From an optimization exercise on the open Yosys and OpenROAD flow, aimed at small area and a short achievable clock period; shortcuts taken in it are not production practice.
Function not checked in this run: the RTL went through the layout flow alone.

`flow/flow/run.sh`:
```
#!/bin/bash
# Own layout flow: the standard flow (standard synthesis unchanged), with the
# port buffers made from the smallest buffer cell instead of the resizer's default.
set -euo pipefail
export BUFFER_PORTS_ARGS="-buffer_cell sky130_fd_sc_hd__buf_1"
bash standard.sh finish > flow_standard.log 2>&1 || { tail -50 flow_standard.log; exit 1; }
tail -5 flow_standard.log
```
`flow/standard.sh`:
```
#!/bin/bash
# synth_recipe.tcl (not shown) runs the flow's synth.tcl, then flattens the netlist and writes it again
# the make line also repeats each setting of config.mk as NAME=value (left out here)
make -C /OpenROAD-flow-scripts/flow DESIGN_CONFIG=/design/flow/config.mk WORK_HOME=/design/flow/orfs CLKGATE_MAP_FILE= SYNTH_SCRIPT=/design/flow/synth_recipe.tcl "${@:-finish}"
```
`flow/config.mk`:
```
export PLATFORM = sky130hd
export DESIGN_NAME = bnn_layer
export DESIGN_NICKNAME = bnn_layer
export VERILOG_FILES = /design/flow/design.v
export SDC_FILE = /design/flow/constraint.sdc
export NUM_CORES = 4
export LEC_CHECK = 0
export CAP_MARGIN = 20
export CORE_AREA = 2 2 288 288
export DIE_AREA = 0 0 290 290
export SLEW_MARGIN = 20
export SYNTH_HIERARCHICAL = 1
export SYNTH_MINIMUM_KEEP_SIZE = 0
```
`flow/constraint.sdc`:
```
create_clock -name core_clock -period 9.0 [get_ports {clk}]
set_input_delay 1.8000 -clock core_clock [delete_from_list [all_inputs] [get_ports {clk}]]
set_output_delay 1.8000 -clock core_clock [all_outputs]
set_load 0.01 [all_outputs]
```
`flow/design.v`:
```
module neuron_unit (
    input wire clk,
    input wire [31:0] inputs,
    input wire [31:0] weights,
    input wire [7:0] threshold,
    output wire out,
    output wire [5:0] popcount
);
    wire [31:0] x = ~(inputs ^ weights);
    wire [6:0] thr0 = {|threshold[7:6], threshold[5:0]};
    wire n1;
    wire n2;
    wire n3;
    wire n4;
    wire n5;
    wire n6;
    wire n7;
    wire n8;
    wire n9;
    wire n10;
    wire n11;
    wire n12;
    wire n13;
    wire n14;
    wire n15;
    wire n16;
    wire n17;
    wire n18;
    wire n19;
    wire n20;
    wire n21;
    wire n22;
    wire n23;
    wire n24;
    wire n25;
    wire n26;
    wire n27;
    wire n28;
    wire n29;
    wire n30;
    wire n31;
    wire n32;
    wire n33;
    wire n34;
    wire n35;
    wire n36;
    wire n37;
    wire n38;
    wire n39;
    wire n40;
    wire n41;
    wire n42;
    wire n43;
    wire n44;
    wire n45;
    wire n46;
    wire n47;
    wire n48;
    wire n49;
    wire n50;
    wire n51;
    wire n52;
    wire n53;
    wire n54;
    wire n55;
    wire n56;
    wire n57;
    wire n58;
    wire n59;
    wire n60;
    wire n61;
    wire n62;
    reg r0_x_8;
    reg r0_x_9;
    reg r0_n1;
    reg r0_n11;
    reg r0_n13;
    reg r0_n15;
    reg r0_n17;
    reg r0_n19;
    reg r0_n3;
    reg r0_n5;
    reg r0_n7;
    reg r0_n9;
    reg r0_n10;
    reg r0_n12;
    reg r0_n14;
    reg r0_n16;
    reg r0_n18;
    reg r0_n2;
    reg r0_n20;
    reg r0_n4;
    reg r0_n6;
    reg r0_n8;
    reg [6:0] r0_thr;
    reg r1_n31;
    reg r1_n47;
    reg r1_n55;
    reg r1_n56;
    reg r1_n57;
    reg r1_n58;
    reg [6:0] r1_thr;
    fa_cell un1 (.a(x[0]), .b(x[10]), .c(x[11]), .s(n1), .co(n2));
    fa_cell un3 (.a(x[12]), .b(x[13]), .c(x[14]), .s(n3), .co(n4));
    fa_cell un5 (.a(x[15]), .b(x[16]), .c(x[17]), .s(n5), .co(n6));
    fa_cell un7 (.a(x[18]), .b(x[19]), .c(x[1]), .s(n7), .co(n8));
    fa_cell un9 (.a(x[20]), .b(x[21]), .c(x[22]), .s(n9), .co(n10));
    fa_cell un11 (.a(x[23]), .b(x[24]), .c(x[25]), .s(n11), .co(n12));
    fa_cell un13 (.a(x[26]), .b(x[27]), .c(x[28]), .s(n13), .co(n14));
    fa_cell un15 (.a(x[29]), .b(x[2]), .c(x[30]), .s(n15), .co(n16));
    fa_cell un17 (.a(x[31]), .b(x[3]), .c(x[4]), .s(n17), .co(n18));
    fa_cell un19 (.a(x[5]), .b(x[6]), .c(x[7]), .s(n19), .co(n20));
    fa_cell un21 (.a(r0_n1), .b(r0_n11), .c(r0_n13), .s(n21), .co(n22));
    fa_cell un23 (.a(r0_n15), .b(r0_n17), .c(r0_n19), .s(n23), .co(n24));
    fa_cell un25 (.a(r0_n3), .b(r0_n5), .c(r0_n7), .s(n25), .co(n26));
    fa_cell un27 (.a(r0_n9), .b(r0_x_8), .c(r0_x_9), .s(n27), .co(n28));
    fa_cell un29 (.a(n21), .b(n23), .c(n25), .s(n29), .co(n30));
    ha_cell un31 (.a(n27), .b(n29), .s(n31), .co(n32));
    fa_cell un33 (.a(r0_n10), .b(r0_n12), .c(r0_n14), .s(n33), .co(n34));
    fa_cell un35 (.a(r0_n16), .b(r0_n18), .c(r0_n2), .s(n35), .co(n36));
    fa_cell un37 (.a(r0_n20), .b(r0_n4), .c(r0_n6), .s(n37), .co(n38));
    fa_cell un39 (.a(r0_n8), .b(n22), .c(n24), .s(n39), .co(n40));
    fa_cell un41 (.a(n26), .b(n28), .c(n33), .s(n41), .co(n42));
    fa_cell un43 (.a(n35), .b(n37), .c(n30), .s(n43), .co(n44));
    fa_cell un45 (.a(n39), .b(n41), .c(n32), .s(n45), .co(n46));
    ha_cell un47 (.a(n43), .b(n45), .s(n47), .co(n48));
    fa_cell un49 (.a(n34), .b(n36), .c(n38), .s(n49), .co(n50));
    fa_cell un51 (.a(n40), .b(n42), .c(n49), .s(n51), .co(n52));
    fa_cell un53 (.a(n44), .b(n51), .c(n46), .s(n53), .co(n54));
    ha_cell un55 (.a(n48), .b(n53), .s(n55), .co(n56));
    fa_cell un57 (.a(n50), .b(n52), .c(n54), .s(n57), .co(n58));
    ha_cell un59 (.a(r1_n56), .b(r1_n57), .s(n59), .co(n60));
    ha_cell un61 (.a(r1_n58), .b(n60), .s(n61), .co(n62));
    always @(posedge clk) begin
        r0_x_8 <= x[8];
        r0_x_9 <= x[9];
        r0_n1 <= n1;
        r0_n11 <= n11;
        r0_n13 <= n13;
        r0_n15 <= n15;
        r0_n17 <= n17;
        r0_n19 <= n19;
        r0_n3 <= n3;
        r0_n5 <= n5;
        r0_n7 <= n7;
        r0_n9 <= n9;
        r0_n10 <= n10;
        r0_n12 <= n12;
        r0_n14 <= n14;
        r0_n16 <= n16;
        r0_n18 <= n18;
        r0_n2 <= n2;
        r0_n20 <= n20;
        r0_n4 <= n4;
        r0_n6 <= n6;
        r0_n8 <= n8;
        r0_thr <= thr0;
        r1_n31 <= n31;
        r1_n47 <= n47;
        r1_n55 <= n55;
        r1_n56 <= n56;
        r1_n57 <= n57;
        r1_n58 <= n58;
        r1_thr <= r0_thr;
    end
    wire [5:0] p = {n62, n61, n59, r1_n55, r1_n47, r1_n31};
    wire [6:0] g;
    assign g[0] = 1'b1;
    genvar k;
    generate for (k = 0; k < 6; k = k + 1) begin : cmp
        assign g[k+1] = (p[k] & ~r1_thr[k]) | (p[k] & g[k]) | (~r1_thr[k] & g[k]);
    end endgenerate
    wire fire = ~r1_thr[6] & g[6];
    assign out = fire;
    assign popcount = p;
endmodule
module fa_cell (input wire a, input wire b, input wire c, output wire s, output wire co);
    assign s = a ^ b ^ c;
    assign co = (a & b) | (a & c) | (b & c);
endmodule
module ha_cell (input wire a, input wire b, output wire s, output wire co);
    assign s = a ^ b;
    assign co = a & b;
endmodule
module bnn_layer #(
    parameter N = 32,
    parameter NEURONS = 16
)(
    input wire clk,
    input wire rst,
    input wire valid_in,
    input wire [N-1:0] input_vector,
    input wire [NEURONS*N-1:0] weights_flat,
    input wire [8*NEURONS-1:0] thresholds_flat,
    output wire [NEURONS-1:0] output_vector,
    output wire valid_out,
    output wire [8*NEURONS-1:0] debug_popcounts
);
    genvar i;
    generate
        for (i = 0; i < NEURONS; i = i + 1) begin : neuron_array
            wire [5:0] pc;
            neuron_unit neuron_inst (
                .clk(clk),
                .inputs(input_vector),
                .weights(weights_flat[32*i +: 32]),
                .threshold(thresholds_flat[8*i +: 8]),
                .out(output_vector[i]),
                .popcount(pc)
            );
            assign debug_popcounts[8*i +: 8] = {2'b00, pc};
        end
    endgenerate
    reg [1:0] vld;
    always @(posedge clk or posedge rst) begin
        if (rst) vld <= 2'd0;
        else vld <= {vld[0:0], valid_in};
    end
    assign valid_out = vld[1];
endmodule
```
==> impl_metrics.env <==
export IMPL_r2r_start="neuron_array[3].neuron_inst.r0_n1"
export IMPL_holdBufCountCts=0
export IMPL_ys_ff_latch=674
export IMPL_drtPass1Iterations=5
export IMPL_total_power_mw=12.6
export IMPL_p_leak_nw=13.6
export IMPL_routed_via_count=17800
export IMPL_powerDensity_nw_per_um2=349
export IMPL_pin_count=820
export IMPL_synthTopCellsByArea="dfxtp_1, fa_1, xnor2_1, ha_1, buf_4"
export IMPL_cts_buffer_depth=3
export IMPL_port_buffer_count=787
export IMPL_min_path_type="reg -> reg"
export IMPL_crit_type="reg -> out"
export IMPL_avgSynthCellArea_sq_um=14.6
export IMPL_ant_nets=0
export IMPL_post_dp_hpwl_mm=73.2
export IMPL_yosysTopAreaCellShare_pct=45.0
export IMPL_p_seq_share_pct=33.3
export IMPL_drt_drc_violations_left=0
export IMPL_finalClockSkew_ps=28.6
export IMPL_initial_core_util_pct=37.0
export IMPL_path_buf_inv=2
export IMPL_grt_overflow=0
export IMPL_root_buffer="clkbuf_16"
export IMPL_core_area_sq_um=80800
export IMPL_p_int_mw=8.17
export IMPL_start_kind="flop"
export IMPL_fmax_mhz=243
export IMPL_antenna_found_initial=14
export IMPL_routed_wl_mm=96.8
export IMPL_place_ws_ps=5450
export IMPL_r2r_end="neuron_array[3].neuron_inst.r1_n57"
export IMPL_clockPowerShare_pct=25.9
export IMPL_rows=104
export IMPL_rsz0062_at_grt="no"
export IMPL_synth_top_area_cell="dfxtp_1"
export IMPL_wl_per_cell_microns=24.3
export IMPL_end_kind="output port"
export IMPL_final_common_cell="buf_1"
export IMPL_crit_start="neuron_array[5].neuron_inst.r1_n56"
export IMPL_synthToLayoutAreaGrowth_pct=21.2
export IMPL_hold_viol_final=0
export IMPL_cts_tree="built"
export IMPL_r2r_cells=6
export IMPL_finalCritPeriodShare_pct=45.7
export IMPL_min_period_ps=4120
export IMPL_p_sw_share_pct=35.4
export IMPL_numCtsBuffers=77
export IMPL_setup_viol_count_final=0
export IMPL_tightest_slew_ps=1150
export IMPL_grt_pass1_vias=19800
export IMPL_rrSetupSlack_ps=5960
export IMPL_gp_routability_congestion=0.901
export IMPL_die_h_microns=290
export IMPL_worst_path_stages=7
export IMPL_timing_critical_path_mode_cell="ha_1"
export IMPL_p_comb_share_pct=40.9
export IMPL_crit_path_cell_trace="ha_1, ha_1, inv_1, a221oi_2, o221ai_2, o21ai_1, buf_1"
export IMPL_dieArea_sq_um=84100
export IMPL_drv_cap=0
export IMPL_cts_setup_buffers=0
export IMPL_irDropWorstVdd_uv=160
export IMPL_relSlewSlack_pct=23.3
export IMPL_h_tree_depth=3
export IMPL_whs_ps=324
export IMPL_drv_slew=0
export IMPL_crit_end="output_vector[5]"
export IMPL_insertion_delay_ps=620
export IMPL_final_cell_mix="buf_1, dfxtp_1, xnor2_1, fa_1, inv_1"
export IMPL_cts_sinks=674
export IMPL_seq_area_frac_synth_pct=45.2
export IMPL_clkTransAtPathRegs_ps=60
export IMPL_cts_resized_gates=0
export IMPL_finalNetCount=4014
export IMPL_cpMaxStageDelayCell="dfxtp_1"
export IMPL_cp_required_ps=7200
export IMPL_cpPeakStageDelay_ps=310
export IMPL_cp_arrival_ps=2320
export IMPL_netlist_instances=2052
export IMPL_syn_cell_area_sq_um=29900
export IMPL_timing_final_ws_setup_ps=4880
export IMPL_finalSetupTns_ps=0
export IMPL_drive_above_1_share_pct=8.39
export IMPL_cp_top_family="compound AO/OA/AOI/OAI gates"
export IMPL_grt_total_usage_pct=23.1
export IMPL_drt_iter0_markers=931
export IMPL_crit_path_max_fanout=2
export IMPL_ys_types=17
export IMPL_yosysWarnings=8
export IMPL_outcome="finished clean"
export IMPL_top_regs="neuron_array.neuron_inst.r0_thr: 112 flops, neuron_array.neuron_inst.r1_thr: 112 flops"
export IMPL_grt_max_degree=17
export IMPL_power_switching_mw=4.48
export IMPL_grt_first_pass_wirelength_mm=137
export IMPL_viasPerCell=4.47
export IMPL_die_w_microns=290
[routing by layer]
| metal | global-route usage (%) | routed length (microns) |
|---|---|---|
| met1 | 27.5 | 37500 |
| met3 | 4.99 | 6320 |
| met5 | 0 | 67 |
| met4 | 7.11 | 2640 |
| met2 | 41.5 | 50200 |
[modules after synthesis, one instance, submodules excluded]
module / times used / flip-flops and latches
neuron_unit: 16 / 42
fa_cell: 416 / 0
bnn_layer: 1 / 2
ha_cell: 80 / 0
[layout make-up]
| type | instances | area [sq um] |
|---|---|---|
| repair buffers | 809 | 3160 |
| multi-input cells | 1200 | 15300 |
| fillers | 7471 | 44600 |
| well taps | 1060 | 1330 |
| inverters | 81 | 304 |
| diodes | 8 | 20.0 |
| clock buffers | 114 | 2290 |
| flip-flops and latches | 674 | 13500 |
| clock inverters | 29 | 395 |
[Yosys cell counts, drive strengths merged]
cell / number
conb: 1
or2: 16
fa: 416
nand2b: 16
buf: 128
ha: 80
a21oi: 32
o2bb2ai: 16
nor3: 16
dfrtp: 2
o21ai: 16
maj3: 16
dfxtp: 672
a221oi: 16
inv: 81
xnor2: 512
o221ai: 16
[worst min-delay path by stage]
stage | from | endpoint | slack, ps | cells after the start
6_report | neuron_array[10].neuron_inst.r0_thr[6] | neuron_array[10].neuron_inst.r1_thr[6] | 320 | 0
2_1_floorplan | neuron_array[0].neuron_inst.r0_thr[0] | neuron_array[0].neuron_inst.r1_thr[0] | 310 | 0
4_1_cts | neuron_array[10].neuron_inst.r0_thr[4] | neuron_array[10].neuron_inst.r1_thr[4] | 320 | 0
3_3_place_gp | neuron_array[15].neuron_inst.r0_thr[5] | neuron_array[15].neuron_inst.r1_thr[5] | 310 | 0
3_5_place_dp | neuron_array[10].neuron_inst.r0_thr[1] | neuron_array[10].neuron_inst.r1_thr[1] | 310 | 0
5_1_grt | neuron_array[10].neuron_inst.r0_thr[1] | neuron_array[10].neuron_inst.r1_thr[1] | 330 | 0
[cell families after synthesis]
kind of cell	Yosys count	share of synthesized area (%)
flops	674	45.2
compound gates	96	2.88
buf+inv	209	4.23
xor+xnor	512	15.0
simple gates	48	0.937
fa+ha+maj	512	31.8
other cells	1	0.0125
[stage by stage]
stage	utilization (%)	std cells	cell area, sq um
2_1_floorplan	-	2083	30000
3_3_place_gp	41.5	3824	33500
3_5_place_dp	41.5	3824	33500
4_1_cts	44.8	3967	36200
5_1_grt	44.9	3973	36200
6_report	44.9	3975	36300
[power groups by stage]
stage / clock, mW / combinational, mW / sequential, mW
floorplan: 0 / 3.71 / 4.12
CTS: 3.34 / 5.29 / 4.22
global placement: 0 / 5.14 / 4.28
finish: 3.27 / 5.17 / 4.21
detailed placement: 0 / 5.22 / 4.27
global route: 3.46 / 6.06 / 4.28

[re-timing with driven ports]
Ports are ideal in the flow. The routed layout listed here was re-timed in OpenROAD.
Step 1 (the two cells are an assumption about what drives the block):
set clk [get_ports {clk}]
set_driving_cell -lib_cell sky130_fd_sc_hd__clkbuf_16 $clk
set_driving_cell -lib_cell sky130_fd_sc_hd__buf_2 [delete_from_list [all_inputs] $clk]
Step 2 also shifts input and output timing later by t, the mid clock arrival at the registers, as if the neighbouring blocks saw the same clock.
Three values: ideal, step 1, step 2; two values: the first two.
shift t [ns]: 0.671
slack for setup (ns): 4.883 / 4.818 / 5.416
latest minus earliest clock arrival (ns): 0.034 / 0.034
After both steps this run still meets setup and hold. The setup slack of this run moves by -0.065 ns with the drivers and by +0.533 ns with both steps.
